From an optimization exercise on the open Yosys and OpenROAD flow, aimed at small area and a short achievable clock period; shortcuts taken in it are not production practice.
Function was checked by simulation only, so behaviour that the tests miss may differ from the original.
No activity file was given, so power comes from the tool's default toggle rates.

File: design/flow/flow/run.sh
#!/bin/bash
# Layout flow: the standard synthesis, then the combinational logic between the
# registers is re-synthesised for area with ABC (registers, their names and cell types
# untouched, equivalence checked), then the standard layout from that netlist, with
# the port buffers made from the smallest buffer cell.
set -euo pipefail
WORK=$PWD
FLOW=$WORK/flow
RES=$WORK/orfs/results/$FLOW_PLATFORM/cam_pixel_labeler/base
YOSYS=$(command -v yosys || echo "$FLOW_HOME/../tools/install/yosys/bin/yosys")
export LIBERTY=$FLOW_HOME/platforms/sky130hd/lib/sky130_fd_sc_hd__tt_025C_1v80.lib
export FLOWDIR=$FLOW

bash standard.sh synth > 1_standard_synth.log 2>&1
cp "$RES/1_2_yosys.v" std_synth.v

NET=std_synth.v
if "$YOSYS" -c "$FLOW/reopt.tcl" > 2_reopt.log 2>&1 && [[ -s reopt.v ]]; then
  if "$YOSYS" -c "$FLOW/equiv.tcl" > 3_equiv.log 2>&1; then
    NET=reopt.v
  fi
fi
echo "netlist used: $NET" > netlist_choice.txt

bash standard.sh clean_synth > 4_clean_synth.log 2>&1
bash standard.sh "SYNTH_NETLIST_FILES=$WORK/$NET" \
  "BUFFER_PORTS_ARGS=-buffer_cell sky130_fd_sc_hd__buf_1" finish > 5_layout.log 2>&1
File: design/flow/flow/area.abc
strash
&get -n
&deepsyn -T 20 -S 1
&put
dch -f
amap
topo
File: design/flow/flow/delay.abc
strash
dch -f
map -D 1500
topo
stime -p
File: design/flow/flow/equiv.tcl
yosys -import
read_liberty -ignore_miss_func $::env(LIBERTY)
read_verilog std_synth.v
yosys rename cam_pixel_labeler gold
read_verilog reopt.v
yosys rename cam_pixel_labeler gate
flatten gold gate
opt_clean
async2sync
equiv_make gold gate eq
hierarchy -top eq
equiv_simple -seq 2
equiv_induct
equiv_status -assert
File: design/flow/flow/reopt.tcl
yosys -import
set lib $::env(LIBERTY)
set flow $::env(FLOWDIR)
read_liberty -ignore_miss_func $lib
read_verilog std_synth.v
hierarchy -top cam_pixel_labeler
# registers and tie cells stay as they are; everything else becomes plain gates
setattr -mod -set keep_hierarchy 1 sky130_fd_sc_hd__df*
setattr -mod -set keep_hierarchy 1 sky130_fd_sc_hd__conb_1
flatten
opt_clean
cd cam_pixel_labeler
# logic that feeds output ports only (wAddr, camera_dp_en) is mapped for delay,
# the rest for area
select -set oc o:wAddr o:camera_dp_en %u %ci*:-sky130_fd_sc_hd__dfrtp_1
abc -script $flow/delay.abc -liberty $lib -dont_use sky130_fd_sc_hd__lpflow_bleeder_1 -dont_use sky130_fd_sc_hd__lpflow_clkbufkapwr_1 -dont_use sky130_fd_sc_hd__lpflow_clkbufkapwr_16 -dont_use sky130_fd_sc_hd__lpflow_clkbufkapwr_2 -dont_use sky130_fd_sc_hd__lpflow_clkbufkapwr_4 -dont_use sky130_fd_sc_hd__lpflow_clkbufkapwr_8 -dont_use sky130_fd_sc_hd__lpflow_clkinvkapwr_1 -dont_use sky130_fd_sc_hd__lpflow_clkinvkapwr_16 -dont_use sky130_fd_sc_hd__lpflow_clkinvkapwr_2 -dont_use sky130_fd_sc_hd__lpflow_clkinvkapwr_4 -dont_use sky130_fd_sc_hd__lpflow_clkinvkapwr_8 -dont_use sky130_fd_sc_hd__lpflow_decapkapwr_12 -dont_use sky130_fd_sc_hd__lpflow_decapkapwr_3 -dont_use sky130_fd_sc_hd__lpflow_decapkapwr_4 -dont_use sky130_fd_sc_hd__lpflow_decapkapwr_6 -dont_use sky130_fd_sc_hd__lpflow_decapkapwr_8 -dont_use sky130_fd_sc_hd__lpflow_inputiso0n_1 -dont_use sky130_fd_sc_hd__lpflow_inputiso0p_1 -dont_use sky130_fd_sc_hd__lpflow_inputiso1n_1 -dont_use sky130_fd_sc_hd__lpflow_inputiso1p_1 -dont_use sky130_fd_sc_hd__lpflow_inputisolatch_1 -dont_use sky130_fd_sc_hd__lpflow_isobufsrc_1 -dont_use sky130_fd_sc_hd__lpflow_isobufsrc_16 -dont_use sky130_fd_sc_hd__lpflow_isobufsrc_2 -dont_use sky130_fd_sc_hd__lpflow_isobufsrc_4 -dont_use sky130_fd_sc_hd__lpflow_isobufsrc_8 -dont_use sky130_fd_sc_hd__lpflow_isobufsrckapwr_16 -dont_use sky130_fd_sc_hd__lpflow_lsbuf_lh_hl_isowell_tap_1 -dont_use sky130_fd_sc_hd__lpflow_lsbuf_lh_hl_isowell_tap_2 -dont_use sky130_fd_sc_hd__lpflow_lsbuf_lh_hl_isowell_tap_4 -dont_use sky130_fd_sc_hd__lpflow_lsbuf_lh_isowell_4 -dont_use sky130_fd_sc_hd__lpflow_lsbuf_lh_isowell_tap_1 -dont_use sky130_fd_sc_hd__lpflow_lsbuf_lh_isowell_tap_2 -dont_use sky130_fd_sc_hd__lpflow_lsbuf_lh_isowell_tap_4 -dont_use sky130_fd_sc_hd__probe_p_8 -dont_use sky130_fd_sc_hd__probec_p_8  @oc
select -set oc2 o:wAddr o:camera_dp_en %u %ci*:-sky130_fd_sc_hd__dfrtp_1
select -clear
abc -script $flow/area.abc -liberty $lib -dont_use sky130_fd_sc_hd__lpflow_bleeder_1 -dont_use sky130_fd_sc_hd__lpflow_clkbufkapwr_1 -dont_use sky130_fd_sc_hd__lpflow_clkbufkapwr_16 -dont_use sky130_fd_sc_hd__lpflow_clkbufkapwr_2 -dont_use sky130_fd_sc_hd__lpflow_clkbufkapwr_4 -dont_use sky130_fd_sc_hd__lpflow_clkbufkapwr_8 -dont_use sky130_fd_sc_hd__lpflow_clkinvkapwr_1 -dont_use sky130_fd_sc_hd__lpflow_clkinvkapwr_16 -dont_use sky130_fd_sc_hd__lpflow_clkinvkapwr_2 -dont_use sky130_fd_sc_hd__lpflow_clkinvkapwr_4 -dont_use sky130_fd_sc_hd__lpflow_clkinvkapwr_8 -dont_use sky130_fd_sc_hd__lpflow_decapkapwr_12 -dont_use sky130_fd_sc_hd__lpflow_decapkapwr_3 -dont_use sky130_fd_sc_hd__lpflow_decapkapwr_4 -dont_use sky130_fd_sc_hd__lpflow_decapkapwr_6 -dont_use sky130_fd_sc_hd__lpflow_decapkapwr_8 -dont_use sky130_fd_sc_hd__lpflow_inputiso0n_1 -dont_use sky130_fd_sc_hd__lpflow_inputiso0p_1 -dont_use sky130_fd_sc_hd__lpflow_inputiso1n_1 -dont_use sky130_fd_sc_hd__lpflow_inputiso1p_1 -dont_use sky130_fd_sc_hd__lpflow_inputisolatch_1 -dont_use sky130_fd_sc_hd__lpflow_isobufsrc_1 -dont_use sky130_fd_sc_hd__lpflow_isobufsrc_16 -dont_use sky130_fd_sc_hd__lpflow_isobufsrc_2 -dont_use sky130_fd_sc_hd__lpflow_isobufsrc_4 -dont_use sky130_fd_sc_hd__lpflow_isobufsrc_8 -dont_use sky130_fd_sc_hd__lpflow_isobufsrckapwr_16 -dont_use sky130_fd_sc_hd__lpflow_lsbuf_lh_hl_isowell_tap_1 -dont_use sky130_fd_sc_hd__lpflow_lsbuf_lh_hl_isowell_tap_2 -dont_use sky130_fd_sc_hd__lpflow_lsbuf_lh_hl_isowell_tap_4 -dont_use sky130_fd_sc_hd__lpflow_lsbuf_lh_isowell_4 -dont_use sky130_fd_sc_hd__lpflow_lsbuf_lh_isowell_tap_1 -dont_use sky130_fd_sc_hd__lpflow_lsbuf_lh_isowell_tap_2 -dont_use sky130_fd_sc_hd__lpflow_lsbuf_lh_isowell_tap_4 -dont_use sky130_fd_sc_hd__probe_p_8 -dont_use sky130_fd_sc_hd__probec_p_8  * @oc2 %d
cd
opt_clean -purge
hilomap -singleton -hicell sky130_fd_sc_hd__conb_1 HI -locell sky130_fd_sc_hd__conb_1 LO
select cam_pixel_labeler
write_verilog -noattr -selected reopt.v
File: design/flow/standard.sh
#!/bin/bash
# synth_recipe.tcl (not shown) runs the flow's synth.tcl, then flattens the netlist and writes it again
# the make line also repeats each setting of config.mk as NAME=value (left out here)
make -C /OpenROAD-flow-scripts/flow DESIGN_CONFIG=/design/flow/config.mk WORK_HOME=/design/flow/orfs CLKGATE_MAP_FILE= SYNTH_SCRIPT=/design/flow/synth_recipe.tcl "${@:-finish}"
File: design/flow/config.mk
export PLATFORM = sky130hd
export DESIGN_NAME = cam_pixel_labeler
export DESIGN_NICKNAME = cam_pixel_labeler
export VERILOG_FILES = /design/flow/design.v
export SDC_FILE = /design/flow/constraint.sdc
export NUM_CORES = 4
export LEC_CHECK = 0
export CAP_MARGIN = 20
export CORE_MARGIN = 2
export CORE_UTILIZATION = 40
export SLEW_MARGIN = 20
File: design/flow/constraint.sdc
create_clock -name core_clock -period 150.0 [get_ports {clk}]
set_input_delay 30.0000 -clock core_clock [delete_from_list [all_inputs] [get_ports {clk}]]
set_output_delay 30.0000 -clock core_clock [all_outputs]
set_load 0.01 [all_outputs]
File: design/flow/design.v
`timescale 1ns / 1ps
module Label_Gen (
    input  logic [15:0] pixel,
    output logic [ 2:0] label_data
);
    logic n20, n21, n22, n23, n24, n25, n26, n27, n28, n29, n30, n31, n32, n33, n34, n35, n36, n37, n38, n39, n40, n41, n42, n43, n44, n45, n46, n47, n48, n49, n50, n51, n52, n53, n54, n55, n56, n57, n58, n59, n60, n61, n62, n63, n64, n65, n66, n67, n68, n69, n70, n71, n72, n73, n74, n76, n77, n78, n79, n80, n81, n82, n83, n84, n85, n86, n87, n88, n89, n90, n91, n92, n93, n94, n95, n96, n97, n98, n99, n100, n101, n102, n103, n104, n105, n106, n107, n108, n109, n110, n111, n112, n113, n114, n115, n116, n117, n118, n119, n120, n121, n122, n123, n124, n125, n126, n127, n128, n129, n130, n131, n132, n133, n134, n135, n136, n137, n138, n139, n140, n141, n142, n143, n144, n145, n146, n147, n148, n149, n150, n151, n152, n153, n154, n155, n156, n157, n158, n159, n160, n161, n162, n163, n164, n165, n166, n167, n168, n169, n170, n171, n172, n173, n174, n175, n176, n177, n178, n179, n180, n181, n182, n183, n184, n185, n186, n187, n188, n189, n190, n191, n192, n193, n194, n195, n196, n197, n198, n199, n200, n201, n202, n203, n204, n205, n206, n207, n209, n210, n211, n212, n213, n214;
    assign n20 = pixel[13] & pixel[12];
    assign n21 = pixel[7] & pixel[6];
    assign n22 = ~pixel[7] & ~pixel[6];
    assign n23 = ~n21 & ~n22;
    assign n24 = ~pixel[2] & pixel[0];
    assign n25 = ~n23 & ~n24;
    assign n26 = pixel[1] & ~n25;
    assign n27 = ~pixel[1] & ~pixel[0];
    assign n28 = pixel[2] & n27;
    assign n29 = ~n26 & ~n28;
    assign n30 = ~n20 & ~n29;
    assign n31 = ~pixel[8] & ~pixel[7];
    assign n32 = ~pixel[13] & ~pixel[12];
    assign n33 = n31 & n32;
    assign n34 = ~n30 & ~n33;
    assign n35 = pixel[5] & ~pixel[0];
    assign n36 = pixel[1] & ~n35;
    assign n37 = ~n27 & ~n36;
    assign n38 = pixel[6] & ~n37;
    assign n39 = pixel[5] & ~pixel[2];
    assign n40 = ~pixel[1] & n39;
    assign n41 = pixel[11] & pixel[5];
    assign n42 = ~pixel[14] & ~n41;
    assign n43 = ~n40 & n42;
    assign n44 = ~n38 & n43;
    assign n45 = ~pixel[7] & ~n44;
    assign n46 = ~pixel[8] & ~pixel[6];
    assign n47 = ~pixel[13] & ~pixel[11];
    assign n48 = ~n46 & ~n47;
    assign n49 = pixel[11] & ~pixel[0];
    assign n50 = ~pixel[2] & ~pixel[0];
    assign n51 = ~n41 & ~n50;
    assign n52 = ~n49 & ~n51;
    assign n53 = ~n48 & ~n52;
    assign n54 = ~pixel[11] & pixel[0];
    assign n55 = ~pixel[12] & pixel[1];
    assign n56 = ~n54 & n55;
    assign n57 = ~pixel[10] & ~n56;
    assign n58 = ~n53 & n57;
    assign n59 = ~n45 & n58;
    assign n60 = ~n34 & n59;
    assign n61 = ~pixel[6] & ~pixel[5];
    assign n62 = pixel[8] & ~n61;
    assign n63 = pixel[7] & n62;
    assign n64 = ~pixel[9] & ~n63;
    assign n65 = ~n60 & n64;
    assign n66 = pixel[2] & pixel[1];
    assign n67 = pixel[0] & n66;
    assign n68 = pixel[3] & n67;
    assign n69 = pixel[11] & n20;
    assign n70 = pixel[14] & n69;
    assign n71 = ~n68 & ~n70;
    assign n72 = ~pixel[15] & n71;
    assign n73 = ~n65 & n72;
    assign n74 = pixel[10] & ~pixel[4];
    assign label_data[2] = n73 & n74;
    assign n76 = ~pixel[9] & ~pixel[8];
    assign n77 = pixel[6] & ~pixel[0];
    assign n78 = n76 & ~n77;
    assign n79 = pixel[3] & ~n78;
    assign n80 = ~pixel[5] & n22;
    assign n81 = pixel[9] & ~n80;
    assign n82 = ~pixel[14] & pixel[1];
    assign n83 = ~n81 & n82;
    assign n84 = ~pixel[2] & ~n83;
    assign n85 = pixel[9] & pixel[7];
    assign n86 = n27 & n85;
    assign n87 = pixel[8] & n21;
    assign n88 = ~n31 & ~n87;
    assign n89 = ~n69 & n88;
    assign n90 = n50 & ~n89;
    assign n91 = ~n86 & ~n90;
    assign n92 = ~n84 & n91;
    assign n93 = ~n79 & ~n92;
    assign n94 = pixel[1] & n54;
    assign n95 = ~pixel[3] & ~n94;
    assign n96 = ~pixel[11] & pixel[6];
    assign n97 = ~pixel[9] & ~n96;
    assign n98 = ~pixel[12] & ~n97;
    assign n99 = ~n95 & n98;
    assign n100 = pixel[14] & pixel[13];
    assign n101 = ~n99 & n100;
    assign n102 = pixel[3] & pixel[2];
    assign n103 = ~n77 & n102;
    assign n104 = ~n31 & ~n103;
    assign n105 = ~pixel[9] & ~n104;
    assign n106 = pixel[8] & n22;
    assign n107 = ~pixel[2] & ~n106;
    assign n108 = pixel[3] & pixel[1];
    assign n109 = ~n107 & n108;
    assign n110 = ~n105 & ~n109;
    assign n111 = ~n101 & n110;
    assign n112 = n31 & n61;
    assign n113 = pixel[9] & pixel[3];
    assign n114 = ~n112 & n113;
    assign n115 = ~n111 & ~n114;
    assign n116 = ~pixel[2] & n27;
    assign n117 = ~pixel[12] & n47;
    assign n118 = ~n116 & ~n117;
    assign n119 = n21 & ~n118;
    assign n120 = pixel[3] & ~n119;
    assign n121 = pixel[8] & n81;
    assign n122 = pixel[6] & pixel[5];
    assign n123 = ~pixel[7] & ~n122;
    assign n124 = pixel[0] & n123;
    assign n125 = n121 & ~n124;
    assign n126 = ~n120 & n125;
    assign n127 = pixel[9] & ~n20;
    assign n128 = ~n121 & ~n127;
    assign n129 = n69 & n123;
    assign n130 = ~pixel[12] & pixel[11];
    assign n131 = n46 & n130;
    assign n132 = ~pixel[14] & ~n31;
    assign n133 = ~n131 & n132;
    assign n134 = ~n129 & n133;
    assign n135 = ~n128 & n134;
    assign n136 = pixel[14] & pixel[12];
    assign n137 = ~n54 & n136;
    assign n138 = pixel[9] & ~n31;
    assign n139 = ~n46 & n138;
    assign n140 = ~n137 & ~n139;
    assign n141 = ~pixel[3] & ~n66;
    assign n142 = ~n140 & n141;
    assign n143 = n32 & n76;
    assign n144 = ~n122 & n143;
    assign n145 = pixel[4] & ~n144;
    assign n146 = ~n142 & n145;
    assign n147 = ~n135 & n146;
    assign n148 = ~n126 & n147;
    assign n149 = ~n115 & n148;
    assign n150 = ~n93 & n149;
    assign n151 = ~n73 & ~n150;
    assign n152 = pixel[8] & pixel[7];
    assign n153 = ~pixel[9] & ~n152;
    assign n154 = pixel[8] & n47;
    assign n155 = n122 & n154;
    assign n156 = pixel[14] & ~n155;
    assign n157 = pixel[2] & ~pixel[1];
    assign n158 = ~n156 & ~n157;
    assign n159 = ~n62 & n130;
    assign n160 = ~n158 & n159;
    assign n161 = ~n32 & n156;
    assign n162 = ~n67 & ~n69;
    assign n163 = n46 & ~n162;
    assign n164 = pixel[8] & ~pixel[2];
    assign n165 = ~pixel[6] & pixel[0];
    assign n166 = n164 & ~n165;
    assign n167 = ~n36 & n166;
    assign n168 = pixel[3] & ~n40;
    assign n169 = ~n167 & n168;
    assign n170 = ~n163 & ~n169;
    assign n171 = ~n161 & n170;
    assign n172 = ~n160 & n171;
    assign n173 = n153 & ~n172;
    assign n174 = pixel[5] & n164;
    assign n175 = ~pixel[4] & n153;
    assign n176 = ~n174 & n175;
    assign n177 = ~pixel[10] & ~n176;
    assign n178 = n31 & ~n122;
    assign n179 = n118 & ~n178;
    assign n180 = ~n71 & ~n179;
    assign n181 = ~n177 & ~n180;
    assign n182 = ~n173 & n181;
    assign n183 = ~n151 & n182;
    assign n184 = ~n67 & n88;
    assign n185 = n47 & ~n184;
    assign n186 = n27 & n69;
    assign n187 = ~pixel[3] & ~n32;
    assign n188 = ~n49 & n55;
    assign n189 = pixel[13] & ~pixel[2];
    assign n190 = ~n188 & n189;
    assign n191 = ~n187 & ~n190;
    assign n192 = ~pixel[3] & ~pixel[2];
    assign n193 = ~n31 & ~n157;
    assign n194 = ~pixel[11] & pixel[7];
    assign n195 = pixel[13] & ~pixel[8];
    assign n196 = ~n194 & n195;
    assign n197 = ~n193 & ~n196;
    assign n198 = ~n192 & ~n197;
    assign n199 = ~n20 & ~n112;
    assign n200 = ~n63 & n199;
    assign n201 = ~n198 & n200;
    assign n202 = ~n191 & ~n201;
    assign n203 = ~n186 & ~n202;
    assign n204 = ~n185 & ~n203;
    assign n205 = ~pixel[14] & ~n204;
    assign n206 = pixel[15] & ~n205;
    assign n207 = pixel[4] & ~n206;
    assign label_data[1] = ~n183 | n207;
    assign n209 = ~n27 & n102;
    assign n210 = pixel[14] & ~pixel[10];
    assign n211 = ~pixel[4] & n210;
    assign n212 = ~n209 & n211;
    assign n213 = ~n121 & n212;
    assign n214 = ~n183 & ~n213;
    assign label_data[0] = n206 & ~n214;
endmodule
`timescale 1ns / 1ps
module cam_pixel_labeler (
    input  logic        clk,
    input  logic        reset,
    input  logic        href,
    input  logic        vsync,
    input  logic [ 7:0] ov7670_data,
    output logic        we,
    output logic [16:0] wAddr,
    output logic [ 2:0] label_data,
    output logic        camera_dp_en,
    output logic        v_finish_camera,
    output logic [ 9:0] x_pixel_camera,
    output logic [ 9:0] y_pixel_camera
);
    logic [9:0] h_counter;
    logic [9:0] v_counter;
    logic       v_sync_flag;
    logic [7:0] hi_byte;
    logic [2:0] label_next;
    logic [9:0] h_next, v_next;
    logic [9:0] h_carry, v_carry;
    logic       line_end;
    logic [10:0] addr_hi, addr_sum;
    logic [11:0] addr_carry;
    assign x_pixel_camera = h_counter[9:1];
    assign y_pixel_camera = v_counter;
    assign camera_dp_en = ~(h_counter[9] & (h_counter[8] | h_counter[7])) &
                          ~(v_counter[9] | v_counter[8] | (&v_counter[7:4]));
    logic [10:0] op_a, op_b, cs_sum, cs_carry;
    assign op_a = {1'b0, v_counter};
    assign op_b = {v_counter[8:0], h_counter[8:7]};
    assign cs_sum   = op_a ^ op_b ^ {8'd0, h_counter[9], 2'b00};
    assign cs_carry = (op_a & op_b) | ((op_a ^ op_b) & {8'd0, h_counter[9], 2'b00});
    assign addr_hi  = cs_sum;
    assign addr_carry[0] = 1'b0;
    for (genvar i = 0; i < 11; i++) begin : g_addr
        logic y;
        if (i == 0) assign y = 1'b0;
        else        assign y = cs_carry[i-1];
        assign addr_sum[i]     = addr_hi[i] ^ y ^ addr_carry[i];
        assign addr_carry[i+1] = (addr_hi[i] & y) | (addr_carry[i] & (addr_hi[i] ^ y));
    end
    assign wAddr[5:0]  = h_counter[6:1];
    assign wAddr[16:6] = addr_sum;
    assign h_carry[0] = 1'b1;
    assign v_carry[0] = line_end;
    for (genvar i = 1; i < 10; i++) begin : g_carry
        assign h_carry[i] = h_carry[i-1] & h_counter[i-1];
        assign v_carry[i] = v_carry[i-1] & v_counter[i-1];
    end
    assign line_end = (h_counter == 10'd639);
    assign h_next = {10{href}} & (h_counter ^ h_carry);
    assign v_next = {10{~vsync}} & (v_counter ^ v_carry);
    always_ff @(posedge clk, posedge reset) begin
        if (reset) begin
            h_counter       <= 0;
            v_counter       <= 0;
            we              <= 1'b0;
            v_sync_flag     <= 1'b0;
            v_finish_camera <= 1'b0;
        end else begin
            h_counter       <= h_next;
            v_counter       <= v_next;
            we              <= href & h_counter[0];
            v_sync_flag     <= vsync;
            v_finish_camera <= vsync & ~v_sync_flag;
        end
    end
    always_ff @(posedge clk) begin
        hi_byte    <= ov7670_data;
        label_data <= label_next;
    end
    Label_Gen U_Label_Gen (
        .pixel     ({hi_byte, ov7670_data}),
        .label_data(label_next)
    );
endmodule
==> results of run 1 <==
[per-layer routing]
metal	vias to the layer above	routed length (um)	track usage
met3	8	454	0.0402
li1	1004	-	-
met5	-	0	0
met2	102	2570	0.284
met4	0	79	0.0733
met1	966	2420	0.235
[power breakdown]
group | internal [mW] | leakage (nW) | switching, mW
registers | 0.00939 | 0.407 | 0.000386
logic | 0.000919 | 0.837 | 0.00171
clock network | 0.00666 | 0.0683 | 0.00367
total | 0.0170 | 1.31 | 0.00576
[how the worst max path moves through the flow]
| stage | startpoint | endpoint | slack, ns | depth (start not counted) |
|---|---|---|---|---|
| 2_1_floorplan | h_counter[9] | wAddr[16] | 115.94 | 12 |
| 3_3_place_gp | h_counter[9] | wAddr[16] | 115.83 | 13 |
| 3_5_place_dp | h_counter[9] | wAddr[16] | 115.76 | 13 |
| 4_1_cts | h_counter[9] | wAddr[16] | 115.43 | 13 |
| 5_1_grt | h_counter[9] | wAddr[16] | 115.25 | 13 |
| 6_report | h_counter[9] | wAddr[16] | 115.48 | 13 |
[registers in the layout, indices dropped and copies added (netlist names)]
name / count
h_counter: 10
v_counter: 10
hi_byte: 8
label_data: 3
v_finish_camera: 1
v_sync_flag: 1
we: 1
[area by class of cell]
cell class | count | area (sq um)
multi-input cells | 187 | 1430
clock inverters | 3 | 68.8
well taps | 75 | 93.8
inverters | 28 | 105
flip-flops and latches | 34 | 796
fillers | 591 | 3160
repair buffers | 53 | 199
clock buffers | 5 | 68.8
[worst reg2reg max path, cell delays in order, from the launching register on]
cell and delay [ns]:
dfrtp_1 0.39, ha_1 0.23, nand4_1 0.10, nor4_1 0.06
ha_1 0.19, ha_1 0.18, ha_1 0.18, ha_1 0.19
ha_1 0.18, ha_1 0.19, ha_1 0.18, ha_1 0.18
ha_1 0.26, nor2b_1 0.12
[per-stage QoR]
stage	worst slack, ns	total power, mW
global route	115.25	0.0237
CTS	115.43	0.0229
detailed placement	115.76	0.0125
finish	115.48	0.0227
floorplan	115.94	0.0118
global placement	115.83	0.0126
==> results.json, run 1 <==
{
  "syn_area_per_cell_sq_um": 9.13,
  "dr_total_vias": 2080,
  "grt_max_degree": 24,
  "min_to": "v_finish_camera",
  "layout.nets": 359,
  "tightest_slew_ns": 0.848,
  "timing.rr.end": "v_counter[8]",
  "hold-path-cell-count": 1,
  "vdd_drop_max_uv": 4.05,
  "slowest_stage": "fa_1",
  "p_leak_nw": 1.31,
  "path_common_cell": "fa_1",
  "final_area_sq_um": 2760,
  "dp_hpwl_um": 3970,
  "remaining_drc_errors": 0,
  "crit_family": "adder cells",
  "core_area_sq_um": 5920,
  "ios": 55,
  "io_buffers": 53,
  "ff2ff_path_depth": 13,
  "grt_pass1_vias": 2034,
  "cp.required_ns": 120.00,
  "arrival_ns": 4.52,
  "crit_buf_inv": 2,
  "insertion_delay_ns": 0.30,
  "crit_chain": "fa_1 -> fa_1 -> fa_1 -> inv_1 -> fa_1 -> fa_1 -> fa_1 -> fa_1 -> fa_1 -> fa_1 -> xor2_1 -> xnor2_1 -> buf_1",
  "dpl.cell_count": 377,
  "critPathLaunchType": "register",
  "routed_wirelength_um": 5520,
  "worstReg2RegStart": "h_counter[1]",
  "timing_hold_violations_final": 0,
  "rsz0062_at_grt": "false",
  "placed_cell_area_sq_um": 2630,
  "hp-class": "register to register",
  "antenna_found_initial": 0,
  "track_usage": 0.179,
  "setup_viol": 0,
  "drtIter0Drc": 186,
  "final_layout_size_suffix_gt1_frac": 0.0452,
  "finalNonFillerCells": 385,
  "clkSlewWorstSetupHoldPaths_ns": 0.07,
  "cts_resized": 0,
  "status": "no timing/DRC/antenna violations",
  "grt_pass1_wl_um": 9380,
  "power_per_cell_area_nw_per_um2": 8.23,
  "cts_tree": "built",
  "path_class": "register to output port",
  "r2r_slack_ns": 147.24,
  "hold_start": "v_sync_flag",
  "syn_to_final_growth_pct": 12.5,
  "ys.warnings.count": 0,
  "period_share": 0.230,
  "hold_buffers": 0,
  "place.gp.congestion": 0.905,
  "slowest_delay_ns": 0.58,
  "fp.dieW_um": 82.3,
  "dieArea_sq_um": 6780,
  "antenna_cells": 0,
  "row_count": 28,
  "wl_per_cell_um": 14.3,
  "maxSlewViolCount": 0,
  "syn_inst": 269,
  "syn_nets": 319,
  "cts_root_buffer": "clkbuf_8",
  "whs_ns": 0.400,
  "slew_headroom": 0.434,
  "cts_setup_buffers": 0,
  "start_util": 0.415,
  "drv_cap": 0,
  "antenna_left": 0,
  "clock_skew_ns": 0.0114,
  "end_kind": "output port",
  "synth_area_sq_um": 2450,
  "cts.sinks": 34,
  "fin_setup_tns_ns": 0,
  "clock_path_buffers": 2,
  "fin_crit_ns": 34.52,
  "h-tree-depth": 2,
  "die_y_um": 82.3,
  "drt_first_pass_iters": 4,
  "clock.fmax_mhz": 29.0,
  "final_cell_mix": "buf_1, ha_1, inv_1, dfrtp_1",
  "numCtsBuffers": 5,
  "overflow": 0,
  "layout_commonest_cell": "buf_1",
  "drt-vias-per-instance": 5.40,
  "cp_max_fo": 5,
  "final_util": 0.467
}
==> run 2, diff against run 1 <==
==> design/flow/flow/area.abc (replaced) <==
strash
dch -f
amap
topo
stime -p
==> design/flow/flow/delay_label.abc (new file) <==
strash
dch -f
map -D 1600
topo
stime -p
==> design/flow/flow/delay_out.abc (new file) <==
strash
dch -f
map -D 1500
topo
stime -p
==> design/flow/flow/reopt.tcl (replaced) <==
yosys -import
set lib $::env(LIBERTY)
set flow $::env(FLOWDIR)
read_liberty -ignore_miss_func $lib
read_verilog std_synth.v
hierarchy -top cam_pixel_labeler
# registers and tie cells stay as they are; everything else becomes plain gates
setattr -mod -set keep_hierarchy 1 sky130_fd_sc_hd__df*
setattr -mod -set keep_hierarchy 1 sky130_fd_sc_hd__conb_1
flatten
opt_clean
yosys cd cam_pixel_labeler
# the logic that drives output ports (wAddr, camera_dp_en) and the label registers
# is mapped for delay, the rest for area
set regs ":-sky130_fd_sc_hd__dfrtp_1:-sky130_fd_sc_hd__dfxtp_1"
select -set oc o:wAddr o:camera_dp_en %u %ci*$regs
abc -script $flow/delay_out.abc -liberty $lib -dont_use sky130_fd_sc_hd__lpflow_bleeder_1 -dont_use sky130_fd_sc_hd__lpflow_clkbufkapwr_1 -dont_use sky130_fd_sc_hd__lpflow_clkbufkapwr_16 -dont_use sky130_fd_sc_hd__lpflow_clkbufkapwr_2 -dont_use sky130_fd_sc_hd__lpflow_clkbufkapwr_4 -dont_use sky130_fd_sc_hd__lpflow_clkbufkapwr_8 -dont_use sky130_fd_sc_hd__lpflow_clkinvkapwr_1 -dont_use sky130_fd_sc_hd__lpflow_clkinvkapwr_16 -dont_use sky130_fd_sc_hd__lpflow_clkinvkapwr_2 -dont_use sky130_fd_sc_hd__lpflow_clkinvkapwr_4 -dont_use sky130_fd_sc_hd__lpflow_clkinvkapwr_8 -dont_use sky130_fd_sc_hd__lpflow_decapkapwr_12 -dont_use sky130_fd_sc_hd__lpflow_decapkapwr_3 -dont_use sky130_fd_sc_hd__lpflow_decapkapwr_4 -dont_use sky130_fd_sc_hd__lpflow_decapkapwr_6 -dont_use sky130_fd_sc_hd__lpflow_decapkapwr_8 -dont_use sky130_fd_sc_hd__lpflow_inputiso0n_1 -dont_use sky130_fd_sc_hd__lpflow_inputiso0p_1 -dont_use sky130_fd_sc_hd__lpflow_inputiso1n_1 -dont_use sky130_fd_sc_hd__lpflow_inputiso1p_1 -dont_use sky130_fd_sc_hd__lpflow_inputisolatch_1 -dont_use sky130_fd_sc_hd__lpflow_isobufsrc_1 -dont_use sky130_fd_sc_hd__lpflow_isobufsrc_16 -dont_use sky130_fd_sc_hd__lpflow_isobufsrc_2 -dont_use sky130_fd_sc_hd__lpflow_isobufsrc_4 -dont_use sky130_fd_sc_hd__lpflow_isobufsrc_8 -dont_use sky130_fd_sc_hd__lpflow_isobufsrckapwr_16 -dont_use sky130_fd_sc_hd__lpflow_lsbuf_lh_hl_isowell_tap_1 -dont_use sky130_fd_sc_hd__lpflow_lsbuf_lh_hl_isowell_tap_2 -dont_use sky130_fd_sc_hd__lpflow_lsbuf_lh_hl_isowell_tap_4 -dont_use sky130_fd_sc_hd__lpflow_lsbuf_lh_isowell_4 -dont_use sky130_fd_sc_hd__lpflow_lsbuf_lh_isowell_tap_1 -dont_use sky130_fd_sc_hd__lpflow_lsbuf_lh_isowell_tap_2 -dont_use sky130_fd_sc_hd__lpflow_lsbuf_lh_isowell_tap_4 -dont_use sky130_fd_sc_hd__probe_p_8 -dont_use sky130_fd_sc_hd__probec_p_8  @oc
select -set lc c:label_data* %x:+\[D\] c:label_data* %d %ci*$regs
abc -script $flow/delay_label.abc -liberty $lib -dont_use sky130_fd_sc_hd__lpflow_bleeder_1 -dont_use sky130_fd_sc_hd__lpflow_clkbufkapwr_1 -dont_use sky130_fd_sc_hd__lpflow_clkbufkapwr_16 -dont_use sky130_fd_sc_hd__lpflow_clkbufkapwr_2 -dont_use sky130_fd_sc_hd__lpflow_clkbufkapwr_4 -dont_use sky130_fd_sc_hd__lpflow_clkbufkapwr_8 -dont_use sky130_fd_sc_hd__lpflow_clkinvkapwr_1 -dont_use sky130_fd_sc_hd__lpflow_clkinvkapwr_16 -dont_use sky130_fd_sc_hd__lpflow_clkinvkapwr_2 -dont_use sky130_fd_sc_hd__lpflow_clkinvkapwr_4 -dont_use sky130_fd_sc_hd__lpflow_clkinvkapwr_8 -dont_use sky130_fd_sc_hd__lpflow_decapkapwr_12 -dont_use sky130_fd_sc_hd__lpflow_decapkapwr_3 -dont_use sky130_fd_sc_hd__lpflow_decapkapwr_4 -dont_use sky130_fd_sc_hd__lpflow_decapkapwr_6 -dont_use sky130_fd_sc_hd__lpflow_decapkapwr_8 -dont_use sky130_fd_sc_hd__lpflow_inputiso0n_1 -dont_use sky130_fd_sc_hd__lpflow_inputiso0p_1 -dont_use sky130_fd_sc_hd__lpflow_inputiso1n_1 -dont_use sky130_fd_sc_hd__lpflow_inputiso1p_1 -dont_use sky130_fd_sc_hd__lpflow_inputisolatch_1 -dont_use sky130_fd_sc_hd__lpflow_isobufsrc_1 -dont_use sky130_fd_sc_hd__lpflow_isobufsrc_16 -dont_use sky130_fd_sc_hd__lpflow_isobufsrc_2 -dont_use sky130_fd_sc_hd__lpflow_isobufsrc_4 -dont_use sky130_fd_sc_hd__lpflow_isobufsrc_8 -dont_use sky130_fd_sc_hd__lpflow_isobufsrckapwr_16 -dont_use sky130_fd_sc_hd__lpflow_lsbuf_lh_hl_isowell_tap_1 -dont_use sky130_fd_sc_hd__lpflow_lsbuf_lh_hl_isowell_tap_2 -dont_use sky130_fd_sc_hd__lpflow_lsbuf_lh_hl_isowell_tap_4 -dont_use sky130_fd_sc_hd__lpflow_lsbuf_lh_isowell_4 -dont_use sky130_fd_sc_hd__lpflow_lsbuf_lh_isowell_tap_1 -dont_use sky130_fd_sc_hd__lpflow_lsbuf_lh_isowell_tap_2 -dont_use sky130_fd_sc_hd__lpflow_lsbuf_lh_isowell_tap_4 -dont_use sky130_fd_sc_hd__probe_p_8 -dont_use sky130_fd_sc_hd__probec_p_8  @lc
select -set done o:wAddr o:camera_dp_en %u %ci*$regs c:label_data* %x:+\[D\] c:label_data* %d %ci*$regs %u
select -clear
abc -script $flow/area.abc -liberty $lib -dont_use sky130_fd_sc_hd__lpflow_bleeder_1 -dont_use sky130_fd_sc_hd__lpflow_clkbufkapwr_1 -dont_use sky130_fd_sc_hd__lpflow_clkbufkapwr_16 -dont_use sky130_fd_sc_hd__lpflow_clkbufkapwr_2 -dont_use sky130_fd_sc_hd__lpflow_clkbufkapwr_4 -dont_use sky130_fd_sc_hd__lpflow_clkbufkapwr_8 -dont_use sky130_fd_sc_hd__lpflow_clkinvkapwr_1 -dont_use sky130_fd_sc_hd__lpflow_clkinvkapwr_16 -dont_use sky130_fd_sc_hd__lpflow_clkinvkapwr_2 -dont_use sky130_fd_sc_hd__lpflow_clkinvkapwr_4 -dont_use sky130_fd_sc_hd__lpflow_clkinvkapwr_8 -dont_use sky130_fd_sc_hd__lpflow_decapkapwr_12 -dont_use sky130_fd_sc_hd__lpflow_decapkapwr_3 -dont_use sky130_fd_sc_hd__lpflow_decapkapwr_4 -dont_use sky130_fd_sc_hd__lpflow_decapkapwr_6 -dont_use sky130_fd_sc_hd__lpflow_decapkapwr_8 -dont_use sky130_fd_sc_hd__lpflow_inputiso0n_1 -dont_use sky130_fd_sc_hd__lpflow_inputiso0p_1 -dont_use sky130_fd_sc_hd__lpflow_inputiso1n_1 -dont_use sky130_fd_sc_hd__lpflow_inputiso1p_1 -dont_use sky130_fd_sc_hd__lpflow_inputisolatch_1 -dont_use sky130_fd_sc_hd__lpflow_isobufsrc_1 -dont_use sky130_fd_sc_hd__lpflow_isobufsrc_16 -dont_use sky130_fd_sc_hd__lpflow_isobufsrc_2 -dont_use sky130_fd_sc_hd__lpflow_isobufsrc_4 -dont_use sky130_fd_sc_hd__lpflow_isobufsrc_8 -dont_use sky130_fd_sc_hd__lpflow_isobufsrckapwr_16 -dont_use sky130_fd_sc_hd__lpflow_lsbuf_lh_hl_isowell_tap_1 -dont_use sky130_fd_sc_hd__lpflow_lsbuf_lh_hl_isowell_tap_2 -dont_use sky130_fd_sc_hd__lpflow_lsbuf_lh_hl_isowell_tap_4 -dont_use sky130_fd_sc_hd__lpflow_lsbuf_lh_isowell_4 -dont_use sky130_fd_sc_hd__lpflow_lsbuf_lh_isowell_tap_1 -dont_use sky130_fd_sc_hd__lpflow_lsbuf_lh_isowell_tap_2 -dont_use sky130_fd_sc_hd__lpflow_lsbuf_lh_isowell_tap_4 -dont_use sky130_fd_sc_hd__probe_p_8 -dont_use sky130_fd_sc_hd__probec_p_8  * @done %d
yosys cd
opt_clean -purge
hilomap -singleton -hicell sky130_fd_sc_hd__conb_1 HI -locell sky130_fd_sc_hd__conb_1 LO
select cam_pixel_labeler
write_verilog -noattr -selected reopt.v
==> run 2 against run 1 <==
Compared with the run above: still clean; area after synthesis fell by 9.5%; flip-flop and latch count did not move; first-iteration DRC count fell by 38%; sequential power fell by 0.9%; count of clock-buffer cells in the layout rose by 1; final cell count rose by 20%; sequential share of layout area rose by 1.3 points; final area fell by 4.3%; synthesized cell count rose by 22%; via count rose by 18%; critical endpoint unchanged; highest routed layer unchanged.
==> results.json, run 2 <==
{
  "slew_headroom": 0.458,
  "dieArea_sq_um": 6160,
  "critPathLaunchType": "register",
  "die_y_um": 78.5,
  "cts_resized": 0,
  "crit_chain": "xor2_1 -> nand2_1 -> a21oi_1 -> a21oi_1 -> a21boi_0 -> a21oi_1 -> o21bai_1 -> o21bai_1 -> o21bai_1 -> nand2_1 -> a21boi_0 -> nor2_1 -> buf_1",
  "antenna_left": 0,
  "cp_max_fo": 9,
  "final_layout_size_suffix_gt1_frac": 0.0283,
  "cts.sinks": 34,
  "clkSlewWorstSetupHoldPaths_ns": 0.08,
  "met2_usage": 0.315,
  "fin_crit_ns": 33.08,
  "grt_max_degree": 24,
  "p_int_uw": 16.1,
  "power_per_cell_area_nw_per_um2": 8.26,
  "synth_area_sq_um": 2220,
  "placed_cell_area_sq_um": 2510,
  "layout.nets": 400,
  "top_usage_layer": "met2",
  "cts_tree": "built",
  "finalNonFillerCells": 461,
  "row_count": 27,
  "start_util": 0.408,
  "arrival_ns": 3.08,
  "use_met1": 0.254,
  "overflow": 0,
  "ys.warnings.count": 0,
  "seqCellArea_sq_um": 796,
  "wl_per_cell_um": 13.2,
  "seq_power_share": 0.443,
  "core_area_sq_um": 5440,
  "end_kind": "output port",
  "vdd_drop_max_uv": 4.48,
  "antenna_cells": 0,
  "slowest_delay_ns": 0.51,
  "routed_wirelength_um": 6100,
  "combPwrFrac": 0.116,
  "drt-vias-per-instance": 5.30,
  "grt_pass1_wl_um": 10100,
  "dpl.cell_count": 453,
  "r2r_slack_ns": 147.49,
  "ios": 55,
  "netSwitchingFraction": 0.262,
  "timing_hold_violations_final": 0,
  "insertion_delay_ns": 0.28,
  "fp.dieW_um": 78.5,
  "maxSlewViolCount": 0,
  "drtIter0Drc": 116,
  "p_leak_nw": 0.999,
  "setup_viol": 0,
  "dp_slack_ns": 117.20,
  "fin_setup_tns_ns": 0,
  "h-tree-depth": 2,
  "hp-class": "register to register",
  "track_usage": 0.201,
  "grt_use_met3": 0.0448,
  "final_area_sq_um": 2640,
  "drt_first_pass_iters": 5,
  "cp.required_ns": 120.00,
  "grt_pass1_vias": 2270,
  "multiInputGateArea_sq_um": 1220,
  "fin_ws_ns": 116.92,
  "antenna_found_initial": 0,
  "slowest_stage": "dfrtp_1",
  "dr_total_vias": 2444,
  "clock_path_buffers": 2,
  "numCtsBuffers": 5,
  "rsz0062_at_grt": "false",
  "clock_skew_ns": 0.00696,
  "cts_setup_buffers": 0,
  "fillCellCount": 585,
  "clock.fmax_mhz": 30.2,
  "hold_buffers": 0,
  "period_share": 0.221,
  "io_buffers": 53,
  "cts_root_buffer": "clkbuf_8",
  "finalPower_uw": 21.8,
  "syn_area_per_cell_sq_um": 6.77,
  "clkPwrFrac": 0.440,
  "layout_commonest_cell": "nor2_1",
  "remaining_drc_errors": 0,
  "tightest_slew_ns": 0.808,
  "top_regs": "h_counter: 10 flops, v_counter: 10 flops, hi_byte: 8 flops",
  "whs_ns": 0.398,
  "syn_nets": 340,
  "syn_to_final_growth_pct": 19.0,
  "power.switching_uw": 5.71,
  "final_cell_mix": "nor2_1, clkinv_1, buf_1, nand2_1",
  "status": "no timing/DRC/antenna violations",
  "dp_hpwl_um": 4560,
  "final_util": 0.486,
  "syn_inst": 328,
  "path_class": "register to output port",
  "drv_cap": 0,
  "place.gp.congestion": 1.01
}
-- run 2: area by class of cell --
class                      instances  share of cell area
tap                               72              0.0341
clock buffer                       6              0.0355
inverter                          54              0.0767
multi-input combinational        240               0.463
clock inverter                     2              0.0147
sequential                        34               0.301
timing repair buffer              53              0.0753
-- run 2: worst paths after layout --
check                                  start               to  cells after the start
worst max-delay path            v_counter[1]        wAddr[16]                     13
worst min-delay path             v_sync_flag  v_finish_camera                      1
worst max register to register  h_counter[1]     v_counter[9]                     10
worst min register to register   v_sync_flag  v_finish_camera                      1
max in group asynchronous              reset     v_counter[7]                      2
min in group asynchronous              reset               we                      2
-- run 2: worst max-delay path: cells and delay by family, from the launching register on --
| kind | cells | cell delay [ns] |
|---|---|---|
| and+or+nand+nor | 3 | 0.26 |
| DFF | 1 | 0.51 |
| buffers and inverters | 1 | 0.12 |
| xor gates and xnor gates | 1 | 0.24 |
| AOI/OAI and AO/OA | 8 | 1.67 |
-- run 2: power by group through the flow --
| stage | clock network (mW) | logic [mW] | registers, mW |
|---|---|---|---|
| finish | 0.00962 | 0.00254 | 0.00968 |
| global route | 0.0102 | 0.00281 | 0.00970 |
| CTS | 0.00990 | 0.00248 | 0.00966 |
| detailed placement | 0 | 0.00246 | 0.00985 |
| global placement | 0 | 0.00253 | 0.00988 |
| floorplan | 0 | 0.00150 | 0.00985 |
-- run 2: per-layer routing --
metal  part of all wire  wire length [um]  vias up
met4              0.025               155        0
met1               0.43              2650     1060
met3              0.078               477       17
met5                  0                 0        -
met2               0.46              2820      122
li1                   -                 -     1245

[what the ideal ports hide]
The results above use ideal ports. As a check the final layouts listed here were re-extracted and re-timed, cells and wires unchanged.
Step 1, drivers: a clkbuf_16 drives clk and a buf_2 each remaining input, both assumed.
Step 2 also shifts input and output timing later by t, the mid clock arrival at the registers, as if the neighbouring blocks saw the same clock.
a / b / c = no drivers / after step 1 / after step 2; a / b = the first two.
| run | t (ns) | setup slack, ns | worst slew at a driven data input, ns |
|---|---|---|---|
| run 1 | 0.318 | 115.479 / 115.451 / 115.769 | 0.03 |
| run 2 | 0.309 | 116.919 / 116.890 / 117.199 | 0.03 |
After both steps setup and hold are still met in every run listed.
